Background: an optimization exercise with open tools, aiming at small area and a short achievable clock period. Do not read the settings as production practice.
RTL that was checked went through simulation tests only; none was proved equivalent to the original.

MS:
Design top_diannao_node_vMAX, start of the top module:
module top_diannao_node_vMAX (
        clk,
        i_inputs,
        i_synapses,
        i_op,
        i_nbout,
        i_load,
        o_to_edram
    );
    input           clk;
    input  [255:0]  i_inputs;
    input  [255:0]  i_synapses;
    input  [0:0]    i_op;
    input  [15:0]   i_nbout;
    input           i_load;
    output [15:0]   o_to_edram;
    reg [239:0] mag_a, mag_b;
    reg [15:0]  sgn1;
    reg [239:0] cs0, cs1;
    reg [15:0]  sgn2;
    reg [63:0]  grp_sum, grp_max;
    reg [15:0]  red_sum, red_max;
    reg [15:0]  out_reg;
    assign o_to_edram = out_reg;
    wire [239:0] h0, h1;
    wire [63:0] grp_sum_d, grp_max_d;
    wire [255:0] prod;
    genvar j, k;
    generate
        for (j = 0; j < 16; j = j + 1) begin : lane
            always @(posedge clk) begin
                mag_a[15*j +: 15] <= i_inputs[16*j +: 15];
                mag_b[15*j +: 15] <= i_synapses[16*j +: 15];
                sgn1[j]           <= i_inputs[16*j+15] ^ i_synapses[16*j+15];
  ...
export LEC_CHECK = 0
export ABC_CLOCK_PERIOD_IN_PS = 3000
export CAP_MARGIN = 20
export CORE_MARGIN = 2
export CORE_UTILIZATION = 40
export SETUP_SLACK_MARGIN = 5
export SLEW_MARGIN = 20
create_clock -name core_clock -period 12.0 [get_ports {clk}]
run.sh (not shown) runs the stock make flow with config.mk's settings and CLKGATE_MAP_FILE= SYNTH_SCRIPT=/design/flow/synth_recipe.tcl, a recipe that flattens the netlist after the stock synthesis.
Modified inputs, PW compared to MS
- a deleted ABC_CLOCK_PERIOD_IN_PS that had been 3000
- a deleted SETUP_SLACK_MARGIN that had been 5
==> notes.md <==
- PW finished end to end and its layout was clean on timing, DRC and antenna.
- In terms of die height, MS and PW differ only marginally.
- MS -> PW: final cell count delta 0, exact match
- Total wire length: MS vs PW identical
- Re hold buffer count at cts: no difference whatsoever between MS and PW.
- MS -> PW: layout overhead on the synthesized area flat
Function was not checked in any run of this note: the RTL went through the layout flow alone.

---

the baseline:
top_diannao_node_vMAX, a different RTL version from the one above (not shown whole).
For scale: about 15000 cells after synthesis, roughly 1300 flip-flops, roughly 550 I/O pins, roughly 130000 sq um of cells after synthesis.
Settings: LEC_CHECK=0, ABC_AREA=1, CAP_MARGIN=10, CORE_MARGIN=2, CORE_UTILIZATION=40, SETUP_SLACK_MARGIN=5, SLEW_MARGIN=10, SYNTH_HIERARCHICAL=1; clock period 12.0 ns.
standard.sh (not shown) runs the stock make flow with config.mk's settings and CLKGATE_MAP_FILE= SYNTH_SCRIPT=/design/flow/synth_recipe.tcl, a recipe that flattens the netlist after the stock synthesis.
==> flow/flow/run.sh <==
#!/bin/bash
# Standard ORFS layout (the standard.sh, standard synthesis unchanged), with
# extra settings for timing repair, clock tree and port buffers.
set -euo pipefail
bash standard.sh SETUP_SLACK_MARGIN=8.2 "CTS_ARGS=-sink_clustering_enable -repair_clock_nets -sink_clustering_size 30 -sink_clustering_max_diameter 80 -dont_use_dummy_load -distance_between_buffers 300" "BUFFER_PORTS_ARGS=-buffer_cell sky130_fd_sc_hd__buf_1" finish > standard.log 2>&1
### the baseline -> the candidate
==> flow/flow/run.sh <==
#!/bin/bash
# Standard ORFS layout (the standard.sh, standard synthesis unchanged), with
# extra settings for timing repair, clock tree and port buffers.
set -euo pipefail
bash standard.sh SETUP_SLACK_MARGIN=8.3 "CTS_ARGS=-sink_clustering_enable -repair_clock_nets -sink_clustering_size 30 -sink_clustering_max_diameter 80 -dont_use_dummy_load -distance_between_buffers 300" "BUFFER_PORTS_ARGS=-buffer_cell sky130_fd_sc_hd__buf_1" finish > standard.log 2>&1
## What came out
Status: number of global-route vias before repair parity (the baseline, the candidate). Weighted congestion reported at the end of routability-driven placement was higher in the run labelled the baseline. Of the baseline and the candidate, the candidate shows the higher sum of met3 wire segment lengths after detailed routing, with the baseline below it.
Function was not checked in any run of this note: the RTL went through the layout flow alone.

---

run 1:
top_diannao_node_vMAX, a different RTL version from the one above (not shown whole).
Size in the first run: roughly 16000 cells after synthesis, roughly 550 I/O pins, roughly 130000 µm² of cells after synthesis.
==> flow/design.v (excerpt) <==
module top_diannao_node_vMAX (
        clk,
        i_inputs,
        i_synapses,
        i_op,
        i_nbout,
        i_load,
        o_to_edram
    );
Settings: LEC_CHECK=0, ABC_AREA=1, CAP_MARGIN=10, CORE_MARGIN=2, CORE_UTILIZATION=40, SETUP_SLACK_MARGIN=5, SLEW_MARGIN=10, SYNTH_HIERARCHICAL=1; clock period 12.0 ns.
==> flow/flow/run.sh <==
#!/bin/bash
# Standard ORFS layout (the standard.sh, standard synthesis unchanged), with
# extra settings for timing repair, clock tree and port buffers.
set -euo pipefail
bash standard.sh SETUP_SLACK_MARGIN=8.3 "CTS_ARGS=-sink_clustering_enable -repair_clock_nets -sink_clustering_size 25 -sink_clustering_max_diameter 70 -dont_use_dummy_load -distance_between_buffers 300" "BUFFER_PORTS_ARGS=-buffer_cell sky130_fd_sc_hd__buf_1" finish > standard.log 2>&1
Run 1 ran to completion and came out clean on the timing, DRC and antenna checks.
Input-level comparison between run 2 and run 1:
==> flow/flow/run.sh <==
#!/bin/bash
# Standard ORFS layout (the standard.sh, standard synthesis unchanged), with
# extra settings for timing repair, clock tree and port buffers.
set -euo pipefail
bash standard.sh SETUP_SLACK_MARGIN=8.4 "CTS_ARGS=-sink_clustering_enable -repair_clock_nets -sink_clustering_size 30 -sink_clustering_max_diameter 80 -dont_use_dummy_load -distance_between_buffers 300" "BUFFER_PORTS_ARGS=-buffer_cell sky130_fd_sc_hd__buf_1" finish > standard.log 2>&1
Notes after the runs:
Re count of mapped cells out of synthesis: no difference whatsoever between run 2 and run 1.
In terms of routed length per instance, run 2 and run 1 differ only marginally.
A origin of the worst setup path of out_copy[1] is what run 1 shows, while out_copy[7] belongs to run 2.
On routed metal-1 wire length, the higher figure sits with run 2, not run 1.
[inputs] run 3 vs run 2
==> flow/flow/run.sh <==
#!/bin/bash
# Standard ORFS layout (the standard.sh, standard synthesis unchanged), with
# extra settings for timing repair, clock tree and port buffers.
set -euo pipefail
bash standard.sh SETUP_SLACK_MARGIN=8.2 CTS_CLUSTER_SIZE=30 CTS_CLUSTER_DIAMETER=80 "BUFFER_PORTS_ARGS=-buffer_cell sky130_fd_sc_hd__buf_1" finish > standard.log 2>&1
==> notes.md <==
- Every stage of the flow completed for run 2, and the final layout passed the timing, DRC and antenna checks.
- Run 3 ended with every stage complete and zero timing, DRC or antenna violations.
- Run comparison: run 3 capture point of the critical path o_to_edram[11]; run 2 capture point of the critical path o_to_edram[7]
- As of run 3, pin count of the biggest net entering global routing had fallen by a few percent compared to run 2.
- Fraction of final layout cells with drive strength greater than 1 came out lower on run 3 than on run 2.
- Sort run 2 and run 3 by antenna diode instance count, descending, and run 3 comes first.
- [compare] base=run 2 new=run 3: sequential cell count closely matched the old numbers, average wire length per cell after detail routing saw a decrease, die outline area flat.
> inputs changed (run 3 -> run 4)
==> flow/flow/run.sh <==
#!/bin/bash
# Standard ORFS layout (the standard.sh, standard synthesis unchanged), with
# extra settings for timing repair, clock tree and port buffers.
set -euo pipefail
bash standard.sh SETUP_SLACK_MARGIN=8.3 "CTS_ARGS=-sink_clustering_enable -repair_clock_nets -sink_clustering_size 30 -sink_clustering_max_diameter 80 -dont_use_dummy_load" "BUFFER_PORTS_ARGS=-buffer_cell sky130_fd_sc_hd__buf_1" finish > standard.log 2>&1
==> comparison <==
Taking run 3 as the reference, in run 4 global-route wire length before repair moved down, count of cells resized by post-cts repair moved up, worst hold slack after final layout moved down.
The following lists how run 5 was set up differently from run 4:
==> flow/flow/run.sh <==
#!/bin/bash
# The standard layout (standard.sh: the standard synthesis and ORFS steps,
# unchanged), with a larger setup margin for timing repair, a clock tree with
# larger sink clusters and plain buffers on the ports.  The make output goes to
# standard.log; each ORFS step logs to orfs/logs/.
set -euo pipefail
bash standard.sh SETUP_SLACK_MARGIN=8.15 CTS_CLUSTER_SIZE=30 CTS_CLUSTER_DIAMETER=80 "BUFFER_PORTS_ARGS=-buffer_cell sky130_fd_sc_hd__buf_1" finish > standard.log 2>&1
diff --git a/flow/config.mk b/flow/config.mk
--- a/flow/config.mk
+++ b/flow/config.mk
@@ -9 +9 @@
-export CAP_MARGIN = 10
+export CAP_MARGIN = 40
@@ -13 +13 @@
-export SLEW_MARGIN = 10
+export SLEW_MARGIN = 40
[summary]
- In run 5, the number of setup buffers added after CTS came out 17 below the value in run 4.
- Run 5 against run 4: post-layout instance area essentially unchanged; final worst-path cycle share went up; area of combinational cells with multiple inputs decreased by 0.54% relative to the old numbers; synthesis-to-layout area growth saw little to no change.
- Delta (run 5 minus run 4): fraction of the core area covered by cells at the end of the flow now sits at about the same level.
Setup changes, run 5 to run 6
==> flow/flow/run.sh <==
#!/bin/bash
# Standard ORFS layout (the standard.sh, standard synthesis unchanged), with
# extra settings for timing repair, clock tree and port buffers.
set -euo pipefail
bash standard.sh SETUP_SLACK_MARGIN=8.15 CTS_CLUSTER_SIZE=30 CTS_CLUSTER_DIAMETER=80 "BUFFER_PORTS_ARGS=-buffer_cell sky130_fd_sc_hd__buf_1" finish > standard.log 2>&1
diff --git a/flow/config.mk b/flow/config.mk
--- a/flow/config.mk
+++ b/flow/config.mk
@@ -9 +9 @@
-export CAP_MARGIN = 40
+export CAP_MARGIN = 80
@@ -13 +13 @@
-export SLEW_MARGIN = 40
+export SLEW_MARGIN = 80
Notes after the runs:
Run 6 finished end to end and its layout was clean on timing, DRC and antenna.
[compare] base=run 5 new=run 6: area used by sequential logic in the layout went up 0.67%.
Compared with run 5, run 6 shows a higher number of nets in the layout.
Going from run 5 to run 6, final clock skew neither gained nor lost much, final cycle utilization of the critical path neither gained nor lost much, cell count of the worst reg-to-reg path picked up an extra 13.

==> afterwards: timing with drivers on the ports <==
No port has a modelled driver above. Below, the same layouts with a new extraction and two added sets of constraints. Step 1 (the two cells are an assumption about what drives the block):
set clk [get_ports {clk}]
set_driving_cell -lib_cell sky130_fd_sc_hd__clkbuf_16 $clk
set_driving_cell -lib_cell sky130_fd_sc_hd__buf_2 [delete_from_list [all_inputs] $clk]
Step 2 moves the port delays by t, midway between the first and last clock arrival at a register: inputs arrive t later, outputs are due t later. That takes back most of the time a late clock gives input paths. a / b / c = ideal / step 1 / step 2; a / b = the first two.
run	shift t [ns]	slack for setup (ns)	worst setup path after step 2	latest minus earliest clock arrival (ns)	slew at the worst register clock pin (ns)
MS	1.002	5.960 / 5.960 / 5.960	register to register	0.069 / 0.069	0.07 / 0.07
PW	1.002	5.960 / 5.960 / 5.960	register to register	0.069 / 0.069	0.07 / 0.07
the baseline	0.875	8.232 / 8.125 / 7.548	input to register	0.117 / 0.117	0.11 / 0.11
the candidate	0.870	8.256 / 8.157 / 7.613	input to register	0.121 / 0.120	0.11 / 0.11
run 1	0.949	8.256 / 8.145 / 7.762	input to register	0.095 / 0.095	0.09 / 0.09
run 2	0.855	8.355 / 8.255 / 7.618	input to register	0.153 / 0.152	0.11 / 0.11
run 3	0.994	8.205 / 8.097 / 7.503	input to register	0.066 / 0.067	0.11 / 0.11
run 4	0.977	8.248 / 8.142 / 7.723	input to register	0.128 / 0.128	0.11 / 0.11
run 5	0.986	8.210 / 8.102 / 7.460	input to register	0.056 / 0.056	0.10 / 0.10
run 6	0.995	8.207 / 8.101 / 8.204	input to register	0.065 / 0.064	0.10 / 0.10
After both steps setup and hold are still met in every run listed. For run 5, which loses most, drivers alone change the setup slack by -0.108 ns; drivers and shift together by -0.750 ns.
